Context: an optimization exercise on an open-source flow, tuned for small area. The choices shown serve that exercise and are no tape-out recipe.
At most, simulation tests tie the RTL to the original design; equivalence was not proved.

==> run a <==
==> flow/design.v <==
module decimator (
   input             clk,
   input             rstn,
   input             enable,
   input      [4:0]  tdc,         
   output reg        sflag,       
   output     [15:0] dec_hi       
   );
   reg [3:0]  cnt;
   reg [4:0]  in1, in2;
   reg [19:0] i1, i2, i3;
   reg [19:0] d11, d12, d21, d22, d31, d32;
   wire [19:0] e1, e2, e3, n1, n2, n3;
   rca #(20) u_c1 (.a(i3), .b(~d12), .ci(1'b1), .s(e1));
   rca #(20) u_c2 (.a(e1), .b(~d22), .ci(1'b1), .s(e2));
   rca #(20) u_c3 (.a(e2), .b(~d32), .ci(1'b1), .s(e3));
   wire [19:0] a1 = enable ? {{15{in2[4]}}, in2} : 20'd0;
   wire [19:0] a2 = enable ? i1 : 20'd0;
   wire [19:0] a3 = enable ? i2 : 20'd0;
   rca #(20) u_i1 (.a(i1), .b(a1), .ci(1'b0), .s(n1));
   rca #(20) u_i2 (.a(i2), .b(a2), .ci(1'b0), .s(n2));
   rca #(20) u_i3 (.a(i3), .b(a3), .ci(1'b0), .s(n3));
   always @(posedge clk or negedge rstn) begin
      if (!rstn) begin
         cnt <= 4'd0;
         sflag <= 1'b0;
         in1 <= 5'd0;
         in2 <= 5'd0;
         i1 <= 20'd0;
         i2 <= 20'd0;
         i3 <= 20'd0;
         d11 <= 20'd0;
         d12 <= 20'd0;
         d21 <= 20'd0;
         d22 <= 20'd0;
         d31 <= 20'd0;
         d32 <= 20'd0;
      end
      else begin
         sflag <= enable & (cnt == 4'd1);
         if (enable) begin
            cnt <= cnt + 4'd1;
            in1 <= tdc ^ 5'h10;
            in2 <= in1;
         end
         i1 <= n1;
         i2 <= n2;
         i3 <= n3;
         if (sflag) begin
            d11 <= i3;
            d12 <= d11;
            d21 <= e1;
            d22 <= d21;
            d31 <= e2;
            d32 <= d31;
         end
      end
   end
   assign dec_hi = {e3[19], e3[19:5]};
endmodule
module loop_filter (
   input                    clk,
   input                    rstn,
   input                    start,
   input             [15:0] x_in,
   input  signed     [17:0] a2,
   input  signed     [17:0] a3,
   input  signed     [17:0] b1,
   input  signed     [17:0] b2,
   output reg        [15:0] y,
   output reg               valid
   );
   reg               run;
   reg        [3:0]  t;
   reg        [15:0] x;
   reg signed [18:0] acc;
   reg signed [13:0] s2;
   reg signed [12:0] s3;
   wire p1 = (t[3:2] == 2'b00);
   wire p3 = (t[3:2] == 2'b11);
   wire p2 = ~p1 & ~p3;
   wire first = (t == 4'd0) | (t == 4'd4) | (t == 4'd12);
   wire [2:0]  j  = t[2:0] - 3'd4;
   wire [2:0]  mA = p2 ? j : {t[1:0], 1'b0};
   wire [2:0]  mB = p2 ? j : {t[1:0], 1'b1};
   wire [16:0] xe = {x, 1'b0};
   wire [16:0] ye = {y, 1'b0};
   wire [16:0] srcA = p3 ? ye : xe;
   wire [16:0] srcB = p1 ? xe : ye;
   wire [2:0]  trA = srcA[{mA, 1'b0} +: 3];
   wire [2:0]  trB = srcB[{mB, 1'b0} +: 3];
   wire signed [18:0] mulA = p1 ? {b1, 1'b0} : p2 ? {b2, 1'b0} : {a3[17], a3};
   wire signed [20:0] mulB = p1 ? {b1, 3'b000} : p2 ? {{3{a2[17]}}, a2} : {a3[17], a3, 2'b00};
   wire negA = trA[2];
   wire oneA = trA[1] ^ trA[0];
   wire twoA = trA[2] ? ~(trA[1] | trA[0]) : (trA[1] & trA[0]);
   wire negB = trB[2] ^ p2;
   wire oneB = trB[1] ^ trB[0];
   wire twoB = trB[2] ? ~(trB[1] | trB[0]) : (trB[1] & trB[0]);
   wire [22:0] mA23 = {{4{mulA[18]}}, mulA};
   wire [22:0] mB23 = {{2{mulB[20]}}, mulB};
   wire [22:0] ppA = oneA ? mA23 : twoA ? {mA23[21:0], 1'b0} : 23'd0;
   wire [22:0] ppB = oneB ? mB23 : twoB ? {mB23[21:0], 1'b0} : 23'd0;
   wire [22:0] rowA = ppA ^ {23{negA}};
   wire [22:0] rowB = ppB ^ {23{negB}};
   wire [22:0] acc_in = first ? 23'd0 : {{4{acc[18]}}, acc};
   wire [22:0] cs_s = acc_in ^ rowA ^ rowB;
   wire [22:0] cs_c = (acc_in & rowA) | (acc_in & rowB) | (rowA & rowB);
   wire [22:0] sum;
   rca #(23) u_sum (.a(cs_s), .b({cs_c[21:0], negA}), .ci(negB), .s(sum));
   wire [14:0] zh;
   rca #(15) u_z (.a({sum[22], sum[22:9]}), .b({s2[13], s2}), .ci(1'b0), .s(zh));
   wire [19:0] z = {zh, sum[8:4]};
   wire [15:0] ynew = (z[19:15] == 5'b00000 || z[19:15] == 5'b11111) ? z[15:0] :
                      (z[19] ? 16'h8000 : 16'h7fff);
   wire [13:0] s2new;
   rca #(14) u_s2 (.a(sum[20:7]), .b(~{s3[12], s3}), .ci(1'b1), .s(s2new));
   wire [12:0] s3new = sum[21:9];
   always @(posedge clk)
      if (run)
         acc <= p2 ? sum[20:2] : sum[22:4];
   always @(posedge clk)
      if (start)
         x <= x_in;
   always @(posedge clk or negedge rstn) begin
      if (!rstn) begin
         run <= 1'b0;
         t <= 4'd0;
         y <= 16'd0;
         valid <= 1'b0;
         s2 <= 14'sd0;
         s3 <= 13'sd0;
      end
      else begin
         valid <= run & (t == 4'd3);
         if (start) begin
            run <= 1'b1;
            t <= 4'd0;
         end
         else if (run) begin
            t <= t + 4'd1;
            if (t == 4'd15)
               run <= 1'b0;
         end
         if (run & (t == 4'd3))
            y <= ynew;
         if (run & (t == 4'd11))
            s2 <= s2new;
         if (run & (t == 4'd15))
            s3 <= s3new;
      end
   end
endmodule
module dlf_core (
   input             clk,
   input             rstn,
   input             dlf_en,
   input  [4:0]      tdc_dout,
   input  [17:0]     dlf_a2,
   input  [17:0]     dlf_a3,
   input  [17:0]     dlf_b1,
   input  [17:0]     dlf_b2,
   input  [14:0]     dlf_sdm_nc_in,
   output [15:0]     dlf_out,
   output            dlf_valid
   );
   wire        sflag;
   wire [15:0] dec_hi;
   wire [15:0] dlf_in;
   rca #(16) u_x (.a(dec_hi), .b(~{1'b0, dlf_sdm_nc_in}), .ci(1'b1), .s(dlf_in));
   decimator decimator_1 (
      .clk(clk),
      .rstn(rstn),
      .enable(dlf_en),
      .tdc(tdc_dout),
      .sflag(sflag),
      .dec_hi(dec_hi)
      );
   loop_filter loop_filter_1 (
      .clk(clk),
      .rstn(rstn),
      .start(sflag),
      .x_in(dlf_in),
      .a2(dlf_a2),
      .a3(dlf_a3),
      .b1(dlf_b1),
      .b2(dlf_b2),
      .y(dlf_out),
      .valid(dlf_valid)
      );
endmodule
module rca #(parameter W = 8) (
   input  [W-1:0] a,
   input  [W-1:0] b,
   input          ci,
   output [W-1:0] s
   );
   wire [W:0] c;
   assign c[0] = ci;
   genvar i;
   generate
      for (i = 0; i < W; i = i + 1) begin : bit_
         assign s[i] = a[i] ^ b[i] ^ c[i];
         assign c[i+1] = (a[i] & b[i]) | (c[i] & (a[i] ^ b[i]));
      end
   endgenerate
endmodule
==> flow/run.sh <==
#!/bin/bash
# synth_recipe.tcl (not shown) runs the flow's synth.tcl, then flattens the netlist and writes it again
# the make line also repeats each setting of config.mk as NAME=value (left out here)
make -C /OpenROAD-flow-scripts/flow DESIGN_CONFIG=/design/flow/config.mk WORK_HOME=/design/flow/orfs CLKGATE_MAP_FILE= SYNTH_SCRIPT=/design/flow/synth_recipe.tcl finish
==> flow/config.mk <==
export PLATFORM = sky130hd
export DESIGN_NAME = dlf_core
export DESIGN_NICKNAME = dlf_core
export VERILOG_FILES = /design/flow/design.v
export SDC_FILE = /design/flow/constraint.sdc
export NUM_CORES = 4
export LEC_CHECK = 0
export CAP_MARGIN = 20
export CORE_MARGIN = 2
export CORE_UTILIZATION = 40
export SLEW_MARGIN = 20
==> flow/constraint.sdc <==
create_clock -name core_clock -period 25.0 [get_ports {clk}]
set_input_delay 5.0000 -clock core_clock [delete_from_list [all_inputs] [get_ports {clk}]]
set_output_delay 5.0000 -clock core_clock [all_outputs]
set_load 0.01 [all_outputs]
==> run b: changes against run a <==
==> flow/design.v, changed modules only <==
module decimator (
   input             clk,
   input             rstn,
   input             enable,
   input      [4:0]  tdc,         
   output reg        sflag,       
   output     [15:0] dec_hi       
   );
   reg [3:0]  cnt;
   reg [4:0]  in1, in2;
   reg [16:0] i1, i2, j3;
   reg [16:0] r1, r2, c1;
   reg [17:0] c2;
   reg [18:0] c3;
   wire [16:0] g1 = enable ? {{12{in2[4]}}, in2} : 17'd0;
   wire [16:0] g2 = enable ? i1 : 17'd0;
   wire [16:0] g3 = enable ? i2 : 17'd0;
   wire [16:0] j3f = sflag ? 17'd0 : j3;
   wire [16:0] n1, n2, n3;
   rca #(17) u_i1 (.a(i1), .b(g1), .ci(1'b0), .s(n1));
   rca #(17) u_i2 (.a(i2), .b(g2), .ci(1'b0), .s(n2));
   rca #(17) u_i3 (.a(j3f), .b(g3), .ci(1'b0), .s(n3));
   wire [16:0] f1, f2;
   wire [17:0] v1;
   wire [18:0] v2;
   wire [19:0] dec;
   rca #(17) u_f1 (.a(j3), .b(~r1), .ci(1'b1), .s(f1));
   rca #(17) u_f2 (.a(f1), .b(~r2), .ci(1'b1), .s(f2));
   rca #(18) u_v1 (.a({f2[16], f2}), .b({c1[16], c1}), .ci(1'b0), .s(v1));
   rca #(19) u_v2 (.a({v1[17], v1}), .b({c2[17], c2}), .ci(1'b0), .s(v2));
   rca #(20) u_v3 (.a({v2[18], v2}), .b({c3[18], c3}), .ci(1'b0), .s(dec));
   always @(posedge clk or negedge rstn) begin
      if (!rstn) begin
         cnt <= 4'd0;
         sflag <= 1'b0;
         in1 <= 5'd0;
         in2 <= 5'd0;
         i1 <= 17'd0;
         i2 <= 17'd0;
         j3 <= 17'd0;
         r1 <= 17'd0;
         r2 <= 17'd0;
         c1 <= 17'd0;
         c2 <= 18'd0;
         c3 <= 19'd0;
      end
      else begin
         sflag <= enable & (cnt == 4'd1);
         if (enable) begin
            cnt <= cnt + 4'd1;
            in1 <= tdc ^ 5'h10;
            in2 <= in1;
         end
         i1 <= n1;
         i2 <= n2;
         j3 <= n3;
         if (sflag) begin
            r1 <= j3;
            r2 <= f1;
            c1 <= f2;
            c2 <= v1;
            c3 <= v2;
         end
      end
   end
   assign dec_hi = {dec[19], dec[19:5]};
endmodule
module loop_filter (
   input                    clk,
   input                    rstn,
   input                    start,
   input             [15:0] x_in,
   input  signed     [17:0] a2,
   input  signed     [17:0] a3,
   input  signed     [17:0] b1,
   input  signed     [17:0] b2,
   output reg        [15:0] y,
   output                   valid
   );
   reg               run;
   reg        [3:0]  t;
   reg        [15:0] x;
   reg signed [18:0] acc;
   reg signed [13:0] s2;
   reg signed [12:0] s3;
   wire p1 = (t[3:2] == 2'b00);
   wire p3 = (t[3:2] == 2'b11);
   wire p2 = ~p1 & ~p3;
   wire first = (t == 4'd0) | (t == 4'd4) | (t == 4'd12);
   wire [2:0]  j  = t[2:0] - 3'd4;
   wire [2:0]  mB = p2 ? j : {t[1:0], 1'b1};
   wire [16:0] ye = {y, 1'b0};
   wire        xprev = ~first & x[15];
   wire [2:0]  trX0 = {x[1:0], xprev};
   wire [2:0]  trX1 = x[3:1];
   wire [2:0]  trY0 = ye[{t[1:0], 2'b00} +: 3];
   wire [2:0]  trYB = ye[{mB, 1'b0} +: 3];
   wire [2:0]  trA = p3 ? trY0 : trX0;
   wire [2:0]  trB = p1 ? trX1 : trYB;
   wire signed [18:0] mulA = p1 ? {b1[17], b1} : p2 ? {b2, 1'b0} : {a3[17], a3};
   wire signed [20:0] mulB = p2 ? {{3{a2[17]}}, a2} : {mulA, 2'b00};
   wire negA = trA[2];
   wire oneA = trA[1] ^ trA[0];
   wire twoA = trA[2] ? ~(trA[1] | trA[0]) : (trA[1] & trA[0]);
   wire negB = trB[2] ^ p2;
   wire oneB = trB[1] ^ trB[0];
   wire twoB = trB[2] ? ~(trB[1] | trB[0]) : (trB[1] & trB[0]);
   wire [21:0] mA22 = {{3{mulA[18]}}, mulA};
   wire [21:0] mB22 = {mulB[20], mulB};
   wire [21:0] ppA = oneA ? mA22 : twoA ? {mA22[20:0], 1'b0} : 22'd0;
   wire [21:0] ppB = oneB ? mB22 : twoB ? {mB22[20:0], 1'b0} : 22'd0;
   wire [21:0] rowA = ppA ^ {22{negA}};
   wire [21:0] rowB = ppB ^ {22{negB}};
   wire [21:0] acc_in = first ? 22'd0 : {{3{acc[18]}}, acc};
   wire [21:0] cs_s = acc_in ^ rowA ^ rowB;
   wire [21:0] cs_c = (acc_in & rowA) | (acc_in & rowB) | (rowA & rowB);
   wire [21:0] sum;
   rca #(22) u_sum (.a(cs_s), .b({cs_c[20:0], negA}), .ci(negB), .s(sum));
   wire [14:0] zh;
   rca #(15) u_z (.a({sum[21], sum[21:8]}), .b({s2[13], s2}), .ci(1'b0), .s(zh));
   wire [19:0] z = {zh, sum[7:3]};
   wire [15:0] ynew = (z[19:15] == 5'b00000 || z[19:15] == 5'b11111) ? z[15:0] :
                      (z[19] ? 16'h8000 : 16'h7fff);
   wire [13:0] s2new;
   rca #(14) u_s2 (.a(sum[20:7]), .b(~{s3[12], s3}), .ci(1'b1), .s(s2new));
   wire [12:0] s3new = sum[21:9];
   always @(posedge clk)
      acc <= p2 ? sum[20:2] : {sum[21], sum[21:4]};
   always @(posedge clk)
      x <= start ? x_in : p1 ? {x[3:0], x[15:4]} : {x[1:0], x[15:2]};
   assign valid = run & (t == 4'd4);
   always @(posedge clk or negedge rstn) begin
      if (!rstn) begin
         run <= 1'b0;
         t <= 4'd0;
         y <= 16'd0;
         s2 <= 14'sd0;
         s3 <= 13'sd0;
      end
      else begin
         if (start) begin
            run <= 1'b1;
            t <= 4'd0;
         end
         else if (run) begin
            t <= t + 4'd1;
            if (t == 4'd15)
               run <= 1'b0;
         end
         if (run & (t == 4'd3))
            y <= ynew;
         if (run & (t == 4'd11))
            s2 <= s2new;
         if (run & (t == 4'd15))
            s3 <= s3new;
      end
   end
endmodule
==> flow/flow/run.sh (new file) <==
#!/bin/bash
# Own flow: the standard layout (standard.sh) with two changes:
#  - the buffers that the placement step puts on the input and output ports
#    are sky130_fd_sc_hd__buf_1 instead of the placer's default buffer cell;
#  - clock tree synthesis uses clkbuf_8 buffers in clusters of up to 18
#    sinks and inserts no dummy load cells.
set -euo pipefail
export BUFFER_PORTS_ARGS="-buffer_cell sky130_fd_sc_hd__buf_1"
export CTS_ARGS="-sink_clustering_enable -repair_clock_nets -dont_use_dummy_load -buf_list sky130_fd_sc_hd__clkbuf_8 -sink_clustering_size 18 -sink_clustering_max_diameter 80"
bash standard.sh > standard.log 2>&1
==> flow/standard.sh (new file) <==
#!/bin/bash
# synth_recipe.tcl (not shown) runs the flow's synth.tcl, then flattens the netlist and writes it again
# the make line also repeats each setting of config.mk as NAME=value (left out here)
make -C /OpenROAD-flow-scripts/flow DESIGN_CONFIG=/design/flow/config.mk WORK_HOME=/design/flow/orfs CLKGATE_MAP_FILE= SYNTH_SCRIPT=/design/flow/synth_recipe.tcl "${@:-finish}"
- ABC_AREA: not set -> 1
- CORE_UTILIZATION: 40 -> 75
removed: flow/run.sh
==> run c: changes against run a <==
==> flow/design.v, changed modules only <==
module decimator (
   input             clk,
   input             rstn,
   input             enable,
   input      [4:0]  tdc,         
   output reg        sflag,       
   output     [15:0] dec_hi       
   );
   reg [3:0]  cnt;
   reg [4:0]  in1, in2;
   reg [19:0] i1, i2, i3;
   reg [19:0] d11, d12, d21, d22, d31, d32;
   wire [19:0] e1 = i3 - d12;
   wire [19:0] e2 = e1 - d22;
   wire [19:0] e3 = e2 - d32;
   wire [19:0] a1 = enable ? {{15{in2[4]}}, in2} : 20'd0;
   wire [19:0] a2 = enable ? i1 : 20'd0;
   wire [19:0] a3 = enable ? i2 : 20'd0;
   always @(posedge clk or negedge rstn) begin
      if (!rstn) begin
         cnt <= 4'd0;
         sflag <= 1'b0;
         in1 <= 5'd0;
         in2 <= 5'd0;
         i1 <= 20'd0;
         i2 <= 20'd0;
         i3 <= 20'd0;
         d11 <= 20'd0;
         d12 <= 20'd0;
         d21 <= 20'd0;
         d22 <= 20'd0;
         d31 <= 20'd0;
         d32 <= 20'd0;
      end
      else begin
         sflag <= enable & (cnt == 4'd1);
         if (enable) begin
            cnt <= cnt + 4'd1;
            in1 <= tdc ^ 5'h10;
            in2 <= in1;
         end
         i1 <= i1 + a1;
         i2 <= i2 + a2;
         i3 <= i3 + a3;
         if (sflag) begin
            d11 <= i3;
            d12 <= d11;
            d21 <= e1;
            d22 <= d21;
            d31 <= e2;
            d32 <= d31;
         end
      end
   end
   assign dec_hi = {e3[19], e3[19:5]};
endmodule
module loop_filter (
   input                    clk,
   input                    rstn,
   input                    start,
   input             [15:0] x_in,
   input  signed     [17:0] a2,
   input  signed     [17:0] a3,
   input  signed     [17:0] b1,
   input  signed     [17:0] b2,
   output reg        [15:0] y,
   output reg               valid
   );
   reg               run;
   reg        [3:0]  t;
   reg        [15:0] x;
   reg signed [18:0] acc;
   reg signed [13:0] s2;
   reg signed [12:0] s3;
   wire p1 = (t[3:2] == 2'b00);
   wire p3 = (t[3:2] == 2'b11);
   wire p2 = ~p1 & ~p3;
   wire first = (t == 4'd0) | (t == 4'd4) | (t == 4'd12);
   wire [2:0]  j  = t[2:0] - 3'd4;
   wire [2:0]  mA = p2 ? j : {t[1:0], 1'b0};
   wire [2:0]  mB = p2 ? j : {t[1:0], 1'b1};
   wire [16:0] xe = {x, 1'b0};
   wire [16:0] ye = {y, 1'b0};
   wire [16:0] srcA = p3 ? ye : xe;
   wire [16:0] srcB = p1 ? xe : ye;
   wire [2:0]  trA = srcA[{mA, 1'b0} +: 3];
   wire [2:0]  trB = srcB[{mB, 1'b0} +: 3];
   wire signed [18:0] mulA = p1 ? {b1, 1'b0} : p2 ? {b2, 1'b0} : {a3[17], a3};
   wire signed [20:0] mulB = p1 ? {b1, 3'b000} : p2 ? {{3{a2[17]}}, a2} : {a3[17], a3, 2'b00};
   wire negA = trA[2];
   wire oneA = trA[1] ^ trA[0];
   wire twoA = trA[2] ? ~(trA[1] | trA[0]) : (trA[1] & trA[0]);
   wire negB = trB[2] ^ p2;
   wire oneB = trB[1] ^ trB[0];
   wire twoB = trB[2] ? ~(trB[1] | trB[0]) : (trB[1] & trB[0]);
   wire [22:0] mA23 = {{4{mulA[18]}}, mulA};
   wire [22:0] mB23 = {{2{mulB[20]}}, mulB};
   wire [22:0] ppA = oneA ? mA23 : twoA ? {mA23[21:0], 1'b0} : 23'd0;
   wire [22:0] ppB = oneB ? mB23 : twoB ? {mB23[21:0], 1'b0} : 23'd0;
   wire [22:0] rowA = ppA ^ {23{negA}};
   wire [22:0] rowB = ppB ^ {23{negB}};
   wire [22:0] acc_in = first ? 23'd0 : {{4{acc[18]}}, acc};
   wire [22:0] sum = acc_in + rowA + rowB + {22'd0, negA} + {22'd0, negB};
   wire signed [19:0] z = $signed(sum[22:4]) + $signed({s2, 5'b00000});
   wire [15:0] ynew = (z[19:15] == 5'b00000 || z[19:15] == 5'b11111) ? z[15:0] :
                      (z[19] ? 16'h8000 : 16'h7fff);
   wire [13:0] s2new = sum[20:7] - {s3[12], s3};
   wire [12:0] s3new = sum[21:9];
   always @(posedge clk)
      if (run)
         acc <= p2 ? sum[20:2] : sum[22:4];
   always @(posedge clk)
      if (start)
         x <= x_in;
   always @(posedge clk or negedge rstn) begin
      if (!rstn) begin
         run <= 1'b0;
         t <= 4'd0;
         y <= 16'd0;
         valid <= 1'b0;
         s2 <= 14'sd0;
         s3 <= 13'sd0;
      end
      else begin
         valid <= run & (t == 4'd3);
         if (start) begin
            run <= 1'b1;
            t <= 4'd0;
         end
         else if (run) begin
            t <= t + 4'd1;
            if (t == 4'd15)
               run <= 1'b0;
         end
         if (run & (t == 4'd3))
            y <= ynew;
         if (run & (t == 4'd11))
            s2 <= s2new;
         if (run & (t == 4'd15))
            s3 <= s3new;
      end
   end
endmodule
module dlf_core (
   input             clk,
   input             rstn,
   input             dlf_en,
   input  [4:0]      tdc_dout,
   input  [17:0]     dlf_a2,
   input  [17:0]     dlf_a3,
   input  [17:0]     dlf_b1,
   input  [17:0]     dlf_b2,
   input  [14:0]     dlf_sdm_nc_in,
   output [15:0]     dlf_out,
   output            dlf_valid
   );
   wire        sflag;
   wire [15:0] dec_hi;
   wire [15:0] dlf_in = dec_hi - {1'b0, dlf_sdm_nc_in};
   decimator decimator_1 (
      .clk(clk),
      .rstn(rstn),
      .enable(dlf_en),
      .tdc(tdc_dout),
      .sflag(sflag),
      .dec_hi(dec_hi)
      );
   loop_filter loop_filter_1 (
      .clk(clk),
      .rstn(rstn),
      .start(sflag),
      .x_in(dlf_in),
      .a2(dlf_a2),
      .a3(dlf_a3),
      .b1(dlf_b1),
      .b2(dlf_b2),
      .y(dlf_out),
      .valid(dlf_valid)
      );
endmodule
// module rca removed
- ABC_AREA: not set -> 1
==> impl_metrics.yaml <==
run_status:
  status: "no timing/DRC/antenna violations"
clock_network:
  clock-sinks: 279
finish:
  fin_area_sq_mm: 0.02059
  multiInputGateArea_sq_mm: 0.009630
  fin_util_pct: 46.66
  final_cell_mix: "dfrtp_1 (243), inv_1 (198), fa_1 (185)"
worst_setup_path:
  cp.required_ps: 25420
synth:
  synth_top_area_share_pct: 34.17
  synth_area_leaders: "dfrtp_1 (34%), fa_1 (21%), mux2_2 (7.1%)"
grt:
  grt_start_max_net_pins: 103
sta:
  holdWs_ps: 455.0
That was run a.
==> impl_metrics.yaml <==
worst_setup_path:
  cp.required_ps: 25370
grt:
  grt_start_max_net_pins: 152
  antenna_found_initial: 0
finish:
  fin_area_sq_mm: 0.01671
  ff_latch_area_sq_mm: 0.005757
  fin_util_pct: 79.72
  multiInputGateArea_sq_mm: 0.008748
run_status:
  status: "no timing/DRC/antenna violations"
sta:
  holdWs_ps: 464.8
synth:
  synth_area_leaders: "dfrtp_1 (32%), fa_1 (25%), nand2_1 (10%)"
  synth_top_area_share_pct: 31.64
That was run b.
==> impl_metrics.yaml <==
synth:
  synth_top_area_share_pct: 28.26
detailed_routing:
  viasPerCell: 5.102
finish:
  fin_area_sq_mm: 0.02449
  multiInputGateArea_sq_mm: 0.01278
  fin_cells: 3690
  fin_util_pct: 45.69
  final_cell_mix: "nand2_1 (795), inv_1 (342), dfrtp_1 (243)"
sta:
  holdWs_ps: 470.7
clock_network:
  clock-sinks: 279
run_status:
  status: "no timing/DRC/antenna violations"
grt:
  grt_start_max_net_pins: 91
worst_setup_path:
  cp.required_ps: 25360
That was run c.
For run a and run c, only the layout was checked, not whether the RTL still works.

-- static timing again, ports no longer ideal --
The flow's constraints put no driver on any port. The routed layouts listed below were extracted and timed again, unchanged, in two steps. Step 1 (the two cells are an assumption about what drives the block):
set clk [get_ports {clk}]
set_driving_cell -lib_cell sky130_fd_sc_hd__clkbuf_16 $clk
set_driving_cell -lib_cell sky130_fd_sc_hd__buf_2 [delete_from_list [all_inputs] $clk]
Step 2 also shifts input and output timing later by t, the mid clock arrival at the registers, as if the neighbouring blocks saw the same clock. Slacks: ideal / step 1 / step 2; pairs: ideal / step 1.
run | shift t [ns] | slack for setup (ns) | clock arrival spread, ns | worst register clock-pin slew, ns | worst slew at a driven data input, ns
run a | 0.627 | 7.995 / 8.016 / 7.389 | 0.034 / 0.034 | 0.07 / 0.07 | 0.06
run b | 0.550 | 9.424 / 9.444 / 8.894 | 0.065 / 0.065 | 0.12 / 0.12 | 0.04
run c | 0.594 | 14.217 / 14.245 / 13.651 | 0.020 / 0.020 | 0.06 / 0.06 | 0.06
After both steps setup and hold are still met in every run listed. For run a, which loses most, drivers alone change the setup slack by +0.021 ns; drivers and shift together by -0.606 ns.
